This design comes from an exercise in tuning for small area, a short achievable clock period and few clock cycles on the open sky130 flow, not from production work. In this exercise RTL edits were held to simulation tests only and were not proved equivalent to the original. Power figures rest on the tool's default switching activity, not on a simulated workload.

==> flow/design.v <==
module infix_calc
(
    input  wire       CLK,
    input  wire       RST,
    output reg        BUSY,
    input  wire [7:0] INPUT_SIGN,
    input  wire       SIGN_STB,
    input  wire [7:0] INPUT_NUMBER,
    input  wire       NUMBER_STB,
    output wire [7:0] OUT,
    output reg        OUT_STB
);
wire in_mul = ~INPUT_SIGN[0];
wire in_div = INPUT_SIGN[2] & INPUT_SIGN[1];
wire in_sub = ~INPUT_SIGN[1];
wire take_num = NUMBER_STB & ~SIGN_STB & ~BUSY;
wire take_op  = SIGN_STB & ~NUMBER_STB & ~BUSY;
wire take_end = SIGN_STB & NUMBER_STB & ~BUSY;
reg       r_num;     
reg       r_lo;      
reg       r_end;     
reg [7:0] r_val;     
reg       m_mul;     
reg       m_div;     
reg       n_sub;     
always @(posedge CLK) begin
    if (RST) begin
        r_num <= 1'b0;
        r_lo  <= 1'b0;
        r_end <= 1'b0;
        m_mul <= 1'b0;
        m_div <= 1'b0;
        BUSY  <= 1'b0;
    end else begin
        r_num <= take_num;
        r_lo  <= take_op & ~in_mul & ~in_div;
        r_end <= take_end;
        if (take_op | take_end) begin
            m_mul <= in_mul & take_op;
            m_div <= in_div & take_op;
        end
        BUSY  <= r_num & m_mul & take_op & (in_mul | in_div);
    end
    r_val <= INPUT_NUMBER;
    if (take_op & ~in_mul & ~in_div)
        n_sub <= in_sub;
end
reg  [7:0]    term;
reg           a_num;      
reg           a_mul;
reg           a_div;
reg  [7:0]    a_val;      
reg  [K1-1:0] a_rem;      
reg           b_div;      
reg           b_mul;      
reg  [K2-1:0] b_rem;      
localparam K1 = 4;
localparam K2 = 6;
wire [7:0] x1 = r_val ^ {8{m_div}};    
wire [0:0] dv0 = m_div & term[7];
wire [1:0] ds0 = {1'b0, dv0} + {1'b0, x1[0:0]} + {1'd0, m_div};
wire qd0 = ds0[1] & (x1[7:1] == {7{m_div}});    
wire dq0 = m_div ? qd0 : term[7];
wire [0:0] dr0 = dq0 ? ds0[0:0] : dv0;
wire [1:0] dv1 = {dr0, m_div & term[6]};
wire [2:0] ds1 = {1'b0, dv1} + {1'b0, x1[1:0]} + {2'd0, m_div};
wire qd1 = ds1[2] & (x1[7:2] == {6{m_div}});    
wire dq1 = m_div ? qd1 : term[6];
wire [1:0] dr1 = dq1 ? ds1[1:0] : dv1;
wire [2:0] dv2 = {dr1, m_div & term[5]};
wire [3:0] ds2 = {1'b0, dv2} + {1'b0, x1[2:0]} + {3'd0, m_div};
wire qd2 = ds2[3] & (x1[7:3] == {5{m_div}});    
wire dq2 = m_div ? qd2 : term[5];
wire [2:0] dr2 = dq2 ? ds2[2:0] : dv2;
wire [3:0] dv3 = {dr2, m_div & term[4]};
wire [4:0] ds3 = {1'b0, dv3} + {1'b0, x1[3:0]} + {4'd0, m_div};
wire qd3 = ds3[4] & (x1[7:4] == {4{m_div}});    
wire dq3 = m_div ? qd3 : term[4];
wire [3:0] dr3 = dq3 ? ds3[3:0] : dv3;
wire [4:0] dv4 = {a_rem, a_div & term[3]};
wire [5:0] ds4 = {1'b0, dv4} + {1'b0, a_val[4:0]} + {5'd0, a_div};
wire qd4 = ds4[5] & (a_val[7:5] == {3{a_div}});    
wire dq4 = a_div ? qd4 : term[3];
wire [4:0] dr4 = dq4 ? ds4[4:0] : dv4;
wire [5:0] dv5 = {dr4, a_div & term[2]};
wire [6:0] ds5 = {1'b0, dv5} + {1'b0, a_val[5:0]} + {6'd0, a_div};
wire qd5 = ds5[6] & (a_val[7:6] == {2{a_div}});    
wire dq5 = a_div ? qd5 : term[2];
wire [5:0] dr5 = dq5 ? ds5[5:0] : dv5;
wire [6:0] dv6 = {b_rem, a_div & term[1]};
wire [7:0] ds6 = {1'b0, dv6} + {1'b0, a_val[6:0]} + {7'd0, a_div};
wire qd6 = ds6[7] & (a_val[7:7] == {1{a_div}});    
wire dq6 = a_div ? qd6 : term[1];
wire [6:0] dr6 = dq6 ? ds6[6:0] : dv6;
wire [7:0] dv7 = {dr6, a_div & term[0]};
wire [8:0] ds7 = {1'b0, dv7} + {1'b0, a_val[7:0]} + {8'd0, a_div};
wire qd7 = ds7[8];    
wire dq7 = a_div ? qd7 : term[0];
wire [7:0] dr7 = dq7 ? ds7[7:0] : dv7;
wire [K1-1:0]    q1 = {qd0, qd1, qd2, qd3};
wire [K2-K1-1:0] q2 = {qd4, qd5};
wire [7-K2:0]    q3 = {qd6, qd7};
wire [7:0]       r3 = dr7;    
always @(posedge CLK) begin
    if (RST) begin
        a_num <= 1'b0;
        b_div <= 1'b0;
        b_mul <= 1'b0;
    end else begin
        a_num <= r_num;
        b_div <= a_num & a_div;
        b_mul <= a_num & a_mul;
    end
    if (r_num) begin
        a_mul <= m_mul;
        a_div <= m_div;
        a_val <= x1;
    end
    a_rem <= dr3;
    b_rem <= dr5;
    if (a_num & ~a_div & ~a_mul)
        term <= a_val;
    else if (b_mul)
        term <= r3;
    else begin
        if (r_num & m_div)
            term[7:8-K1] <= q1;
        if (a_num & a_div)
            term[7-K1:8-K2] <= q2;
        if (b_div)
            term[7-K2:0] <= q3;
    end
end
reg [7:0] sum;
reg       first;     
reg       sop_sub;   
reg       p_sub;     
reg       lo1, lo2, end1, end2;
wire [7:0] base  = first ? 8'd0 : sum;
wire [7:0] total = base + (term ^ {8{sop_sub}}) + {7'd0, sop_sub};
always @(posedge CLK) begin
    if (RST) begin
        lo1     <= 1'b0;
        lo2     <= 1'b0;
        end1    <= 1'b0;
        end2    <= 1'b0;
        first   <= 1'b1;
        sop_sub <= 1'b0;
        OUT_STB <= 1'b0;
    end else begin
        lo1     <= r_lo;
        lo2     <= lo1;
        end1    <= r_end;
        end2    <= end1;
        OUT_STB <= end2;
        if (lo2) begin
            first   <= 1'b0;
            sop_sub <= p_sub;
        end else if (end2) begin
            first   <= 1'b1;
            sop_sub <= 1'b0;
        end
    end
    if (lo1)
        p_sub <= n_sub;
    if (lo2 | end2)
        sum <= total;
end
assign OUT = sum;
endmodule
export LEC_CHECK = 0
export CAP_MARGIN = 20
export CORE_MARGIN = 2
export CORE_UTILIZATION = 40
export SLEW_MARGIN = 20
create_clock -name core_clock -period 13.0 [get_ports {CLK}]
standard.sh (not shown) runs the stock make flow with config.mk's settings and CLKGATE_MAP_FILE= SYNTH_SCRIPT=/design/flow/synth_recipe.tcl, a recipe that flattens the netlist after the stock synthesis.
==> flow/flow/run.sh <==
#!/bin/bash
# Standard ORFS layout at the design's clock and constraints, with a larger setup
# target for the timing repair and clock tree options (see params.sh).
set -euo pipefail
source flow/params.sh
bash standard.sh SETUP_SLACK_MARGIN=$SETUP_MARGIN "CTS_ARGS=$CTS" $EXTRA finish > make.log 2>&1
==> flow/flow/params.sh <==
SETUP_MARGIN=9.3
EXTRA="ABC_AREA=1 CAP_MARGIN=5 SLEW_MARGIN=5"
CTS="-sink_clustering_enable -repair_clock_nets -dont_use_dummy_load"
The baseline finished clean.
Testbench counts at the start, summed over its fixed seeds: cycles 14,680.
Rerun with:
==> flow/flow/run.sh (replaced) <==
#!/bin/bash
# Standard ORFS layout at the design's clock and constraints, with a larger setup
# target for the timing repair, plain buffers on the ports and clock tree options
# (see params.sh).
set -euo pipefail
source flow/params.sh
bash standard.sh SETUP_SLACK_MARGIN=$SETUP_MARGIN "BUFFER_PORTS_ARGS=-buffer_cell $PORT_BUF" "CTS_ARGS=$CTS" $EXTRA finish > make.log 2>&1
==> flow/flow/params.sh (replaced) <==
SETUP_MARGIN=8.5
EXTRA="ABC_AREA=1"
CTS="-sink_clustering_enable -repair_clock_nets -dont_use_dummy_load"
PORT_BUF=sky130_fd_sc_hd__buf_2
- via count goes down by a few percent
- cell area goes down by roughly a tenth
- die area is unchanged
- cell count goes down by a few percent
- clock skew goes down by 11 ps
- setup slack gets worse by 400 ps
- synthesized area does not change
- clock power barely changes
Rerun with:
==> flow/flow/run.sh (replaced) <==
#!/bin/bash
# Standard ORFS layout at the design's clock and constraints, with a larger setup
# target for the timing repair (see params.sh).
set -euo pipefail
source flow/params.sh
bash standard.sh SETUP_SLACK_MARGIN=$SETUP_MARGIN $EXTRA finish > make.log 2>&1
==> flow/flow/params.sh (replaced) <==
SETUP_MARGIN=9.3
EXTRA="ABC_AREA=1"
Outcome: Clock skew shrinks by 10 ps; routed wire length grows by 15%; hold slack improved by 4.8 ps; sequential share of layout area shrinks by 4.2 points; synthesized cell count is unchanged; synthesized area stays the same; total power grows by 15%; non-clock buffer count grows by 42; cell area grows by about 16%; fmax grows by about 12%.
Rerun with:
==> flow/flow/run.sh (replaced) <==
#!/bin/bash
# Standard ORFS layout at the design's clock and constraints, with a larger setup
# target for the timing repair, plain buffers on the ports and clock tree options
# (see params.sh).
set -euo pipefail
source flow/params.sh
bash standard.sh SETUP_SLACK_MARGIN=$SETUP_MARGIN "BUFFER_PORTS_ARGS=-buffer_cell $PORT_BUF" "CTS_ARGS=$CTS" $EXTRA finish > make.log 2>&1
==> flow/flow/params.sh (replaced) <==
SETUP_MARGIN=8.0
EXTRA="ABC_AREA=1"
CTS="-sink_clustering_enable -repair_clock_nets -dont_use_dummy_load"
PORT_BUF=sky130_fd_sc_hd__buf_2
The new run finished clean.
Final area goes down by 15%.
Sequential power barely changes.
Clock-buffer cell count is unchanged.
Rerun with:
==> flow/flow/run.sh (replaced) <==
#!/bin/bash
# Standard ORFS layout at the design's clock and constraints, with a larger setup
# target for the timing repair and plain buffers on the ports (see params.sh).
set -euo pipefail
source flow/params.sh
bash standard.sh SETUP_SLACK_MARGIN=$SETUP_MARGIN "BUFFER_PORTS_ARGS=-buffer_cell $PORT_BUF" $EXTRA finish > make.log 2>&1
==> flow/flow/params.sh (replaced) <==
SETUP_MARGIN=9.3
EXTRA=""
PORT_BUF=sky130_fd_sc_hd__buf_2
Outcome: Non-clock buffer count rose by 63. Area after synthesis drops by a few percent. Setup slack degrades by 49 ps. Total power grows by a quarter to a third. Core utilization grows by 10 points. Maximum frequency is lower slightly. Count of clock-buffer cells in the layout stays the same. Cell count came out lower by roughly a tenth. Flip-flop and latch count does not change.
Rerun with:
==> flow/flow/run.sh (replaced) <==
#!/bin/bash
# Standard ORFS layout at the design's clock and constraints, with a larger setup
# target for the timing repair, plain buffers on the ports and clock tree options
# (see params.sh).
set -euo pipefail
source flow/params.sh
bash standard.sh SETUP_SLACK_MARGIN=$SETUP_MARGIN "BUFFER_PORTS_ARGS=-buffer_cell $PORT_BUF" "CTS_ARGS=$CTS" $EXTRA finish > make.log 2>&1
==> flow/flow/params.sh (replaced) <==
SETUP_MARGIN=9.05
EXTRA="ABC_AREA=1"
CTS="-sink_clustering_enable -repair_clock_nets -dont_use_dummy_load"
PORT_BUF=sky130_fd_sc_hd__buf_2
- The new run finished clean
- wire length falls by 7.2%
- setup slack improved by 710 ps
- via count goes up by 5.1%
- die area goes up by 3.9%
- design area is lower by 12%

what the ideal ports hide:
The flow's constraints put no driver on any port. The routed layouts listed below were extracted and timed again, unchanged, in two steps.
Step 1, drivers: a clkbuf_16 drives CLK and a buf_2 each remaining input, both assumed.
Step 2 adds t to the input delays and takes it off the output delays; t is the mean of the earliest and latest rising clock arrival at the registers after step 1. Input paths then give back, and output paths get back, about the clock's delay inside the block.
Slacks: ideal / step 1 / step 2; pairs: ideal / step 1.
| run | t (ns) | setup slack, ns | worst setup path at the end | worst register clock-pin slew, ns | worst slew at a driven data input, ns |
|---|---|---|---|---|---|
| the first run | 0.359 | 9.336 / 9.306 / 9.096 | input to register | 0.08 / 0.08 | 0.03 |
| the second run | 0.343 | 8.939 / 8.939 / 8.939 | register to register | 0.07 / 0.07 | 0.03 |
| the third run | 0.368 | 9.358 / 9.329 / 9.084 | input to register | 0.09 / 0.09 | 0.03 |
| the fourth run | 0.344 | 8.611 / 8.611 / 8.611 | register to register | 0.07 / 0.07 | 0.03 |
| the fifth run | 0.370 | 8.562 / 8.562 / 8.562 | register to register | 0.08 / 0.08 | 0.03 |
| the sixth run | 0.346 | 9.270 / 9.270 / 9.270 | register to register | 0.07 / 0.07 | 0.03 |
After both steps every run listed still meets setup and hold. The setup slack of the third run, which loses most, moves by -0.029 ns with the drivers and by -0.274 ns with both steps.
